Background: an optimization exercise with open tools, aiming at small area. Do not read the settings as production practice.
Function was checked by simulation only, so behaviour that the tests miss may differ from the original.
The clock port is modelled as an ideal driver, which makes a skipped or thinned clock tree look cheaper than it is; a real chip needs a root buffer or a tree.

==> 03-26: inputs <==
Design intercepte, start of the top module:
module intercepte
(
input clk50, reset,
input start, pause, fire,
input [NCHV-1:0] ChvCode,
output LEDGameOver,
output LEDPause1, LEDPause2,
output reg [SZGR-1:0] SR_GR,
output reg [SZRD-1:0] SR_RD,
output [6:0] DscM,
output [6:0] DscC,
output [6:0] DscD,
output [6:0] DscU,
output [6:0] DcrD,
output [6:0] DcrU
);
parameter SZRD = 18;
parameter SZGR = 8;
parameter NCHV = 8;
function [6:0] seg7;
	input [3:0] v;
	seg7 = {(~v[3] & ~v[2] & ~v[1]) | (v[2] & v[1] & v[0]),
	        (~v[2] & v[1]) | (~v[3] & ~v[2] & v[0]) | (v[1] & v[0]),
	        (v[2] & ~v[1]) | v[0],
	        (v[2] & ~v[1] & ~v[0]) | (~v[3] & ~v[2] & ~v[1] & v[0]) | (v[2] & v[1] & v[0]),
	        ~v[2] & v[1] & ~v[0],
	        (v[2] & v[1] & ~v[0]) | (v[2] & ~v[1] & v[0]),
	        (~v[3] & ~v[2] & ~v[1] & v[0]) | (v[2] & ~v[1] & ~v[0])};
endfunction
function [2:0] inc5;
	input [2:0] m;
	inc5 = {~((~m[2] & m[1]) | (~m[0])), (~m[1]) | (m[2] & m[0]), (~m[2])};
endfunction
function [2:0] dec5;
	input [2:0] m;
	dec5 = {(~m[0]), ~((m[1] & m[0])), (~m[1] & m[0]) | (m[2])};
endfunction
function is0;
	input [2:0] m;
	is0 = (~m[2] & ~m[0]);
endfunction
function is4;
	input [2:0] m;
	is4 = (m[1] & ~m[0]);
endfunction
function [6:0] seg7q;
	input h;
	input [2:0] m;
	seg7q = {(~h & ~m[2] & ~m[0]) | (~h & ~m[2] & m[1]) | (h & ~m[1] & m[0]),
	         ~((h & m[1]) | (~m[0])),
	         ~((~h & ~m[1]) | (h & m[1] & m[0])),
  ...
==> flow/config.mk <==
export PLATFORM = sky130hd
export DESIGN_NAME = intercepte
export DESIGN_NICKNAME = intercepte
export VERILOG_FILES = /design/flow/design.v
export SDC_FILE = /design/flow/constraint.sdc
export NUM_CORES = 4
export LEC_CHECK = 0
export CAP_MARGIN = 20
export CORE_MARGIN = 2
export CORE_UTILIZATION = 40
export SLEW_MARGIN = 20
==> flow/constraint.sdc <==
create_clock -name core_clock -period 20.0 [get_ports {clk50}]
set_input_delay 4.0000 -clock core_clock [delete_from_list [all_inputs] [get_ports {clk50}]]
set_output_delay 4.0000 -clock core_clock [all_outputs]
set_load 0.01 [all_outputs]
standard.sh (not shown) runs the stock make flow with config.mk's settings and CLKGATE_MAP_FILE= SYNTH_SCRIPT=/design/flow/synth_recipe.tcl, a recipe that flattens the netlist after the stock synthesis.
==> flow/flow/run.sh <==
#!/bin/bash
# ORFS layout through the standard.sh, with:
#  - synthesis: ORFS's script without the full-adder extraction and with an area-oriented
#    ABC script (registers are untouched: same passes, flattening and names);
#  - the smallest buffer (buf_1) on the ports;
#  - a small two-level clock tree (clock_tree.tcl, in place of TritonCTS's tree).
set -euo pipefail
here=$(pwd)
export ADDER_MAP_FILE=
export AREA_ABC_SCRIPT=$here/flow/area.abc
export BUFFER_PORTS_ARGS="-buffer_cell sky130_fd_sc_hd__buf_1"
export PRE_CTS_TCL=$here/flow/clock_tree.tcl
bash standard.sh SYNTH_SCRIPT=$here/flow/synth.tcl synth > synth.log 2>&1
bash standard.sh SYNTH_SCRIPT=$here/flow/synth.tcl finish > layout.log 2>&1
==> flow/flow/clock_tree.tcl <==
# Clock tree in place of TritonCTS (sourced by ORFS's cts.tcl as PRE_CTS_TCL): the clock
# port drives one root buffer, which drives a few leaf buffers, each feeding a cluster of
# nearby flip-flops (balanced k-means on the flip-flop positions). Every flip-flop is two
# buffers from the port. Leaves whose flip-flops would see a slow clock edge are upsized.
proc build_clock_tree {root_master leaf_master nleaf} {
  set block [ord::get_db_block]
  set db [ord::get_db]
  set pnet [$block findNet clk50]
  $pnet setSigType CLOCK
  set sinks {}
  foreach it [$pnet getITerms] {
    set bb [[$it getInst] getBBox]
    lappend sinks [list $it [expr {([$bb xMin] + [$bb xMax]) / 2.0}] [expr {([$bb yMin] + [$bb yMax]) / 2.0}]]
  }
  set n [llength $sinks]
  # k-means, seeded with sinks spread along the x-sorted order
  set sorted [lsort -real -index 1 $sinks]
  set cent {}
  for {set k 0} {$k < $nleaf} {incr k} {
    set s [lindex $sorted [expr {int(($k + 0.5) * $n / $nleaf)}]]
    lappend cent [list [lindex $s 1] [lindex $s 2]]
  }
  set cap [expr {int(ceil(double($n) / $nleaf)) + 1}]
  for {set iter 0} {$iter < 30} {incr iter} {
    # balanced assignment: each sink to its nearest centre with room left
    set pairs {}
    foreach s $sinks {
      set k 0
      foreach c $cent {
        set d [expr {abs([lindex $s 1] - [lindex $c 0]) + abs([lindex $s 2] - [lindex $c 1])}]
        lappend pairs [list $d [lindex $s 0] $k [lindex $s 1] [lindex $s 2]]
        incr k
      }
    }
    set pairs [lsort -real -index 0 $pairs]
    array unset taken; array unset cnt; array unset grp
    for {set k 0} {$k < $nleaf} {incr k} { set cnt($k) 0; set grp($k) {} }
    foreach p $pairs {
      set it [lindex $p 1]; set k [lindex $p 2]
      if {[info exists taken($it)] || $cnt($k) >= $cap} { continue }
      set taken($it) 1; incr cnt($k)
      lappend grp($k) [list $it [lindex $p 3] [lindex $p 4]]
    }
    set newcent {}
    for {set k 0} {$k < $nleaf} {incr k} {
      set sx 0; set sy 0
      foreach s $grp($k) { set sx [expr {$sx + [lindex $s 1]}]; set sy [expr {$sy + [lindex $s 2]}] }
      set m [llength $grp($k)]
      if {$m == 0} { lappend newcent [lindex $cent $k] } else { lappend newcent [list [expr {$sx / $m}] [expr {$sy / $m}]] }
    }
    set cent $newcent
  }
  set root [odb::dbInst_create $block [$db findMaster $root_master] clkbuf_root]
  set rnet [odb::dbNet_create $block clknet_root]
  $rnet setSigType CLOCK
  [$root findITerm A] connect $pnet
  [$root findITerm X] connect $rnet
  set rx 0; set ry 0
  for {set k 0} {$k < $nleaf} {incr k} {
    set leaf [odb::dbInst_create $block [$db findMaster $leaf_master] clkbuf_leaf_$k]
    set lnet [odb::dbNet_create $block clknet_leaf_$k]
    $lnet setSigType CLOCK
    foreach s $grp($k) { set it [lindex $s 0]; $it disconnect; $it connect $lnet }
    [$leaf findITerm A] connect $rnet
    [$leaf findITerm X] connect $lnet
    set c [lindex $cent $k]
    $leaf setLocation [expr {int([lindex $c 0])}] [expr {int([lindex $c 1])}]
    $leaf setPlacementStatus PLACED
    set rx [expr {$rx + [lindex $c 0]}]; set ry [expr {$ry + [lindex $c 1]}]
    puts "clock leaf $k: [llength $grp($k)] flip-flops"
  }
  $root setLocation [expr {int($rx / $nleaf)}] [expr {int($ry / $nleaf)}]
  $root setPlacementStatus PLACED
}

proc clock_slew_at_sinks {net} {
  set worst 0
  foreach it [$net getITerms] {
    if {[$it isOutputSignal]} { continue }
    set pin [get_pins [[$it getInst] getName]/[[$it getMTerm] getName]]
    foreach e {rise fall} {
      set s [get_property $pin slew_max_$e]
      if {$s > $worst} { set worst $s }
    }
  }
  return $worst
}

# root buffer, leaf buffer, number of leaves; slew limits (ns, placement estimate) above
# which a leaf (at its flip-flops) or the root (at the leaves) is upsized
set clock_tree_root sky130_fd_sc_hd__clkbuf_4
set clock_tree_leaf sky130_fd_sc_hd__clkbuf_8
set clock_tree_leaves 5
set clock_tree_leaf_slew 0.120
set clock_tree_root_slew 0.300

proc clock_tree_synthesis {args} {
  puts "clock_tree_synthesis $args: replaced by the flow's own clock tree"
  build_clock_tree $::clock_tree_root $::clock_tree_leaf $::clock_tree_leaves
  set block [ord::get_db_block]
  set_propagated_clock [all_clocks]
  set sizes {sky130_fd_sc_hd__clkbuf_2 sky130_fd_sc_hd__clkbuf_4 sky130_fd_sc_hd__clkbuf_8 sky130_fd_sc_hd__clkbuf_16}
  for {set pass 0} {$pass < 4} {incr pass} {
    estimate_parasitics -placement
    set changed 0
    foreach name [concat [list clkbuf_root] [lmap k [lsort -integer [lmap i [get_cells clkbuf_leaf_*] {lindex [split [get_name $i] _] end}]] {set x clkbuf_leaf_$k}]] {
      set inst [$block findInst $name]
      set net [[$inst findITerm X] getNet]
      set s [clock_slew_at_sinks $net]
      set m [[$inst getMaster] getName]
      set i [lsearch $sizes $m]
      set limit [expr {$name eq "clkbuf_root" ? $::clock_tree_root_slew : $::clock_tree_leaf_slew}]
      if {$s > $limit && $i >= 0 && $i < [llength $sizes] - 1} {
        puts "clock tree: $name ($m) sinks see [format %.3f $s] ns, upsizing"
        replace_cell [get_cells $name] [lindex $sizes [expr {$i + 1}]]
        set changed 1
      }
    }
    if {!$changed} { break }
  }
  estimate_parasitics -placement
  foreach name [concat clkbuf_root [lmap i [get_cells clkbuf_leaf_*] {get_name $i}]] {
    set inst [$block findInst $name]
    puts "clock tree: $name [[$inst getMaster] getName] slew [format %.3f [clock_slew_at_sinks [[$inst findITerm X] getNet]]] ns"
  }
}
Other scripts of this flow, unchanged in this note and not shown: flow/flow/area.abc, flow/flow/synth.tcl
==> 11-02 (differences from 03-26) <==
--- a/flow/design.v
+++ b/flow/design.v
@@ -86,83 +86,104 @@
 	input [2:0] m;
 	w_m1n = (m[0]);
 endfunction
 function w_m0le1;
 	input [2:0] m;
 	w_m0le1 = ~((~m[1] & m[0]) | (m[2]));
 endfunction
 localparam [2:0] M1 = 3'b011, M4 = 3'b110;
-reg [4:0] tx_s, ty;
+reg [4:0] tx_s, ty_s;
 wire [4:0] tx = tx_s ^ 5'd24;
+wire [4:0] ty = ty_s ^ 5'd9;
 wire tick = tx[4] & tx[3];
 always @(posedge clk50 or negedge reset)
 begin
 	if (!reset)
 	begin
 		tx_s <= 5'd0;
-		ty <= 5'd0;
+		ty_s <= 5'd0;
 	end
 	else
 	begin
 		tx_s <= (tick ? 5'd0 : tx + 5'd1) ^ 5'd24;
 		if (tick)
-			ty <= (ty[4] & ty[1] & ty[0]) ? 5'd0 : ty + 5'd1;
+			ty_s <= ((ty[4] & ty[1] & ty[0]) ? 5'd0 : ty + 5'd1) ^ 5'd9;
 	end
 end
-wire ev_gr = tick & ty[0];
-wire ev_sc = tick & ~ty[0];
-wire ev_rd = tick & ty[1] & ~ty[0];
-wire ev_1  = tick & (ty[3:0] == 4'b1010);
+wire ev_gr = tick & ~ty[0];
+wire ev_sc = tick & ty[0];
+wire ev_rd = tick & ty[1] & ty[0];
+wire ev_1  = tick & ty[4] & ty[1] & ty[0];
 reg [1:0] es;
 always @(posedge clk50 or negedge reset)
 	if (!reset)
 		es <= 2'b00;
 	else
 		es <= {es[0], ~(es[0] | es[1])};
-reg [6:0] pc_s;
-wire [6:0] pc = ~pc_s;
-wire p_idle = pc[6] & pc[5] & pc[4];
-wire p_end  = pc[6] & pc[5] & pc[2] & ~pc[0];
+function [6:0] p_step;
+	input [6:0] x;
+	p_step = {x[5:0], x[6] ^ x[5]};
+endfunction
+localparam [6:0] P_START = 7'h01;
+localparam [6:0] P_END = 7'h3b;        
+reg [6:0] pc;
+wire p_idle = ~|pc;
+wire p_end  = (pc == P_END);
 wire stb_pause = ~p_idle;
 always @(posedge clk50 or negedge reset)
 	if (!reset)
-		pc_s <= 7'h00;
+		pc <= 7'h00;
+	else if (p_idle)
+	begin
+		if (~pause)
+			pc <= P_START;
+	end
 	else if (p_end)
 	begin
 		if (pause)
-			pc_s <= 7'h00;
+			pc <= 7'h00;
 	end
-	else if (~p_idle | ~pause)
-		pc_s <= ~(pc + 7'd1);
+	else
+		pc <= p_step(pc);
+function [5:0] f_step;
+	input [5:0] x;
+	f_step = {x[4:0], x[5] ^ x[4]};
+endfunction
+localparam [5:0] F_START = 6'h01;
+localparam [5:0] F_END = 6'h35;        
 reg fh;
-reg [5:0] fc_s;
-wire [5:0] fc = ~fc_s;
-wire f_idle = fc[5] & fc[4] & fc[3];
-wire f_end  = fc[5] & fc[4] & fc[1] & ~fc[0];
+reg [5:0] fc;
+wire f_idle = ~|fc;
+wire f_end  = (fc == F_END);
 wire stb_fire = ~fh & ~f_idle;
 always @(posedge clk50 or negedge reset)
 	if (!reset)
 	begin
 		fh <= 1'b0;
-		fc_s <= 6'h00;
+		fc <= 6'h00;
 	end
 	else if (f_end)
 	begin
-		fc_s <= 6'h00;
+		fc <= 6'h00;
 		fh <= ~fh;
 	end
-	else if (~f_idle | (fire == fh))
-		fc_s <= ~(fc + 6'd1);
+	else if (f_idle)
+	begin
+		if (fire == fh)
+			fc <= F_START;
+	end
+	else
+		fc <= f_step(fc);
 reg [2:0] sD_s;
 reg uh_s;
 reg [2:0] um_s;
 wire [2:0] sD = sD_s ^ 3'd5;
 wire uh = ~uh_s;
-wire [2:0] um = um_s ^ M4;
+wire [2:0] um = um_s;
 reg cf;
 wire       u_bor = cf & ~uh & is0(um);
 wire [2:0] cum = cf ? dec5(um) : um;
 wire       cuh = uh ^ (cf & is0(um));
 wire [2:0] cD = sD - {2'b0, u_bor};
 wire cz = (sD == 3'd0) & ~uh & (cf ? (um == M1) : is0(um));
 localparam S_I0 = 3'b000, S_I1 = 3'b001, S_JOG = 3'b110, S_PA = 3'b111,
            S_P1 = 3'b010, S_P2 = 3'b011, S_GO = 3'b100;
@@ -190,24 +211,24 @@
 assign LEDPause1 = run;
 assign LEDPause2 = run;
 assign LEDGameOver = st[2] & ~st[1] & ~run;
 always @(posedge clk50 or negedge reset)
 	if (!reset)
 	begin
 		sD_s <= 3'd0;
 		uh_s <= 1'b0;
-		um_s <= 3'd0;
+		um_s <= M4;
 		cf <= 1'b0;
 	end
 	else if (ev_1)
 	begin
 		sD_s <= cD ^ 3'd5;
 		uh_s <= ~cuh;
-		um_s <= cum ^ M4;
+		um_s <= cum;
 		cf <= run & ~cz;
 	end
 assign DcrU = seg7q(uh, um);
 assign DcrD = seg7({1'b0, sD});
 reg [3:0] rc;        
 reg inv;
 always @(posedge clk50 or negedge reset)
 	if (!reset)
@@ -260,34 +281,20 @@
 wire b_3 = b_2 & ~h2 & is0(m2);
 wire b_q = b_3 & ~h3 & is0(m3);
 wire a_w = (sq == 3'd3) & w_m3p(m3) & h2 & w_m2p(m2) &
            (h1 | w_m1ge2(m1) | (w_m1e1(m1) & h0 & w_m0ge3(m0)));
 wire m_w = (sq == 3'd4) & w_m3n(m3) & ~h2 & w_m2n(m2) & ~h1 & w_m1n(m1) &
            (~h0 | w_m0le1(m0));
 wire       w_nz = ~is0(m0);
 wire       w_c = h0 & w_nz;
-reg        w_h1;
-reg  [2:0] w_m1;
-always @(*)
-	case ({w_c, h1, m1})
-		5'b0_0_011: {w_h1, w_m1} = {1'b0, 3'b001};
-		5'b0_0_001: {w_h1, w_m1} = {1'b0, 3'b111};
-		5'b0_0_111: {w_h1, w_m1} = {1'b0, 3'b110};
-		5'b0_0_110: {w_h1, w_m1} = {1'b1, 3'b000};
-		5'b0_1_000: {w_h1, w_m1} = {1'b1, 3'b011};
-		5'b0_1_011: {w_h1, w_m1} = {1'b1, 3'b001};
-		5'b1_0_011: {w_h1, w_m1} = {1'b0, 3'b111};
-		5'b1_0_001: {w_h1, w_m1} = {1'b0, 3'b110};
-		5'b1_0_111: {w_h1, w_m1} = {1'b1, 3'b000};
-		5'b1_0_110: {w_h1, w_m1} = {1'b1, 3'b011};
-		5'b1_1_000: {w_h1, w_m1} = {1'b1, 3'b001};
-		5'b1_1_011: {w_h1, w_m1} = {1'b1, 3'b111};
-		default: {w_h1, w_m1} = {1'b0, 3'b000};
-	endcase
+wire [2:0] w_u = w_c ? inc5(m1) : m1;
+wire       w_uh = h1 ^ (w_c & is4(m1));
+wire [2:0] w_m1 = inc5(w_u);
+wire       w_h1 = w_uh ^ is4(w_u);
 always @(posedge clk50 or negedge reset)
 	if (!reset)
 	begin
 		sq <= 3'd0;
 		{h3, h2, h1, h0} <= 4'b0;
 		{m3, m2, m1, m0} <= {4{3'b000}};
 	end
 	else if (apply & pa)
@@ -346,14 +353,14 @@
 				m3 <= dec5(m3);
 				if (is0(m3)) h3 <= ~h3;
 			end
 			if (b_q) sq <= sq - 3'd1;
 		end
 	end
 wire inr = (sq == 3'd0);
 wire big = ~sq[2] & ~inr;
-wire [2:0] m_clamp = big ? 3'b110 : 3'b000;
+wire [2:0] m_clamp = big ? 3'b100 : 3'b000;
 assign DscM = seg7q(inr ? h3 : big, inr ? m3 : m_clamp);
 assign DscC = seg7q(inr ? h2 : big, inr ? m2 : m_clamp);
 assign DscD = seg7q(inr ? h1 : big, inr ? m1 : m_clamp);
 assign DscU = seg7q(inr ? h0 : big, inr ? m0 : m_clamp);
 endmodule
--- a/flow/flow/clock_tree.tcl
+++ b/flow/flow/clock_tree.tcl
@@ -83,21 +83,21 @@
       if {$s > $worst} { set worst $s }
     }
   }
   return $worst
 }
 
 # root buffer, leaf buffer, number of leaves; slew limits (ns, placement estimate) above
 # which a leaf (at its flip-flops) or the root (at the leaves) is upsized
-set clock_tree_root sky130_fd_sc_hd__clkbuf_4
-set clock_tree_leaf sky130_fd_sc_hd__clkbuf_8
-set clock_tree_leaves 5
-set clock_tree_leaf_slew 0.120
-set clock_tree_root_slew 0.300
+set ::clock_tree_root sky130_fd_sc_hd__clkbuf_4
+set ::clock_tree_leaf sky130_fd_sc_hd__clkbuf_8
+set ::clock_tree_leaves 5
+set ::clock_tree_leaf_slew 0.120
+set ::clock_tree_root_slew 0.300
 
 proc clock_tree_synthesis {args} {
   puts "clock_tree_synthesis $args: replaced by the flow's own clock tree"
   build_clock_tree $::clock_tree_root $::clock_tree_leaf $::clock_tree_leaves
   set block [ord::get_db_block]
   set_propagated_clock [all_clocks]
   set sizes {sky130_fd_sc_hd__clkbuf_2 sky130_fd_sc_hd__clkbuf_4 sky130_fd_sc_hd__clkbuf_8 sky130_fd_sc_hd__clkbuf_16}
   for {set pass 0} {$pass < 4} {incr pass} {
==> flow/config.mk (replaced) <==
export PLATFORM = sky130hd
export DESIGN_NAME = intercepte
export DESIGN_NICKNAME = intercepte
export VERILOG_FILES = /design/flow/design.v
export SDC_FILE = /design/flow/constraint.sdc
export NUM_CORES = 4
export LEC_CHECK = 0
export CAP_MARGIN = 20
export CORE_MARGIN = 2
export CORE_UTILIZATION = 70
export PLACE_DENSITY = 0.8
export SLEW_MARGIN = 20
==> summary.txt <==
Run status: 11-02 finished clean; 03-26 stopped before the end
Stage where the flow stopped: 11-02 -; 03-26 clock tree synthesis
Simple-Gate Fraction of Synth Area: 11-02 17.8%; 03-26 18.3%
Netlist Area Pre-Place: 11-02 0.00427 mm^2; 03-26 0.00436 mm^2
Share of synthesized area occupied by flip-flops and latches: 11-02 52.8%; 03-26 51.6%
Effective utilization at floorplan: 11-02 72.2%; 03-26 40.6%
Die Y-Extent: 11-02 82.1 um; 03-26 108 um
Final RePlAce weighted congestion: 11-02 0.917; 03-26 0.874
Row Count: 11-02 28; 03-26 38
Post-placement cell area: 11-02 0.00468 mm^2; 03-26 0.00487 mm^2
Total nets after synthesis: 11-02 510; 03-26 518
Instance count of the mapped netlist: 11-02 497; 03-26 505
Synth top area share: 11-02 51.5%; 03-26 51.6%
Floorplan die width: 11-02 82.1 um; 03-26 108 um
Compound-Gate Fraction of Synth Area: 11-02 22.1%; 03-26 23.1%
Post-synth cell types: 11-02 38; 03-26 39
Hpwl dp: 11-02 7.01 mm; 03-26 7.43 mm
Average cell area after synthesis: 11-02 8.60 um^2; 03-26 8.64 um^2
Setup slack at placement: 11-02 13770 ps; 03-26 13680 ps
The clock cells of 11-02 come from the design's own scripts or RTL, not from TritonCTS.

## port drivers added, routing unchanged
How much do the figures lean on ideal ports? The routed layout below was timed once more, with nothing changed but the port constraints. Step 1 assumes that a clkbuf_16 drives the clock port and a buf_2 every other input. Step 2 moves the port delays by t, midway between the first and last clock arrival at a register: inputs arrive t later, outputs are due t later. That takes back most of the time a late clock gives input paths. a / b / c = no drivers / after step 1 / after step 2; a / b = the first two.
run: 11-02
t, ns: 0.430
slack for setup (ns): 13.301 / 13.273 / 13.703
hold slack, ns: 0.384 / 0.384 / 0.384
latest minus earliest clock arrival (ns): 0.005 / 0.005
worst data-port slew with drivers (ns): 0.03
After both steps 11-02 still meets setup and hold. For 11-02, drivers alone change the setup slack by -0.028 ns; drivers and shift together by +0.402 ns.
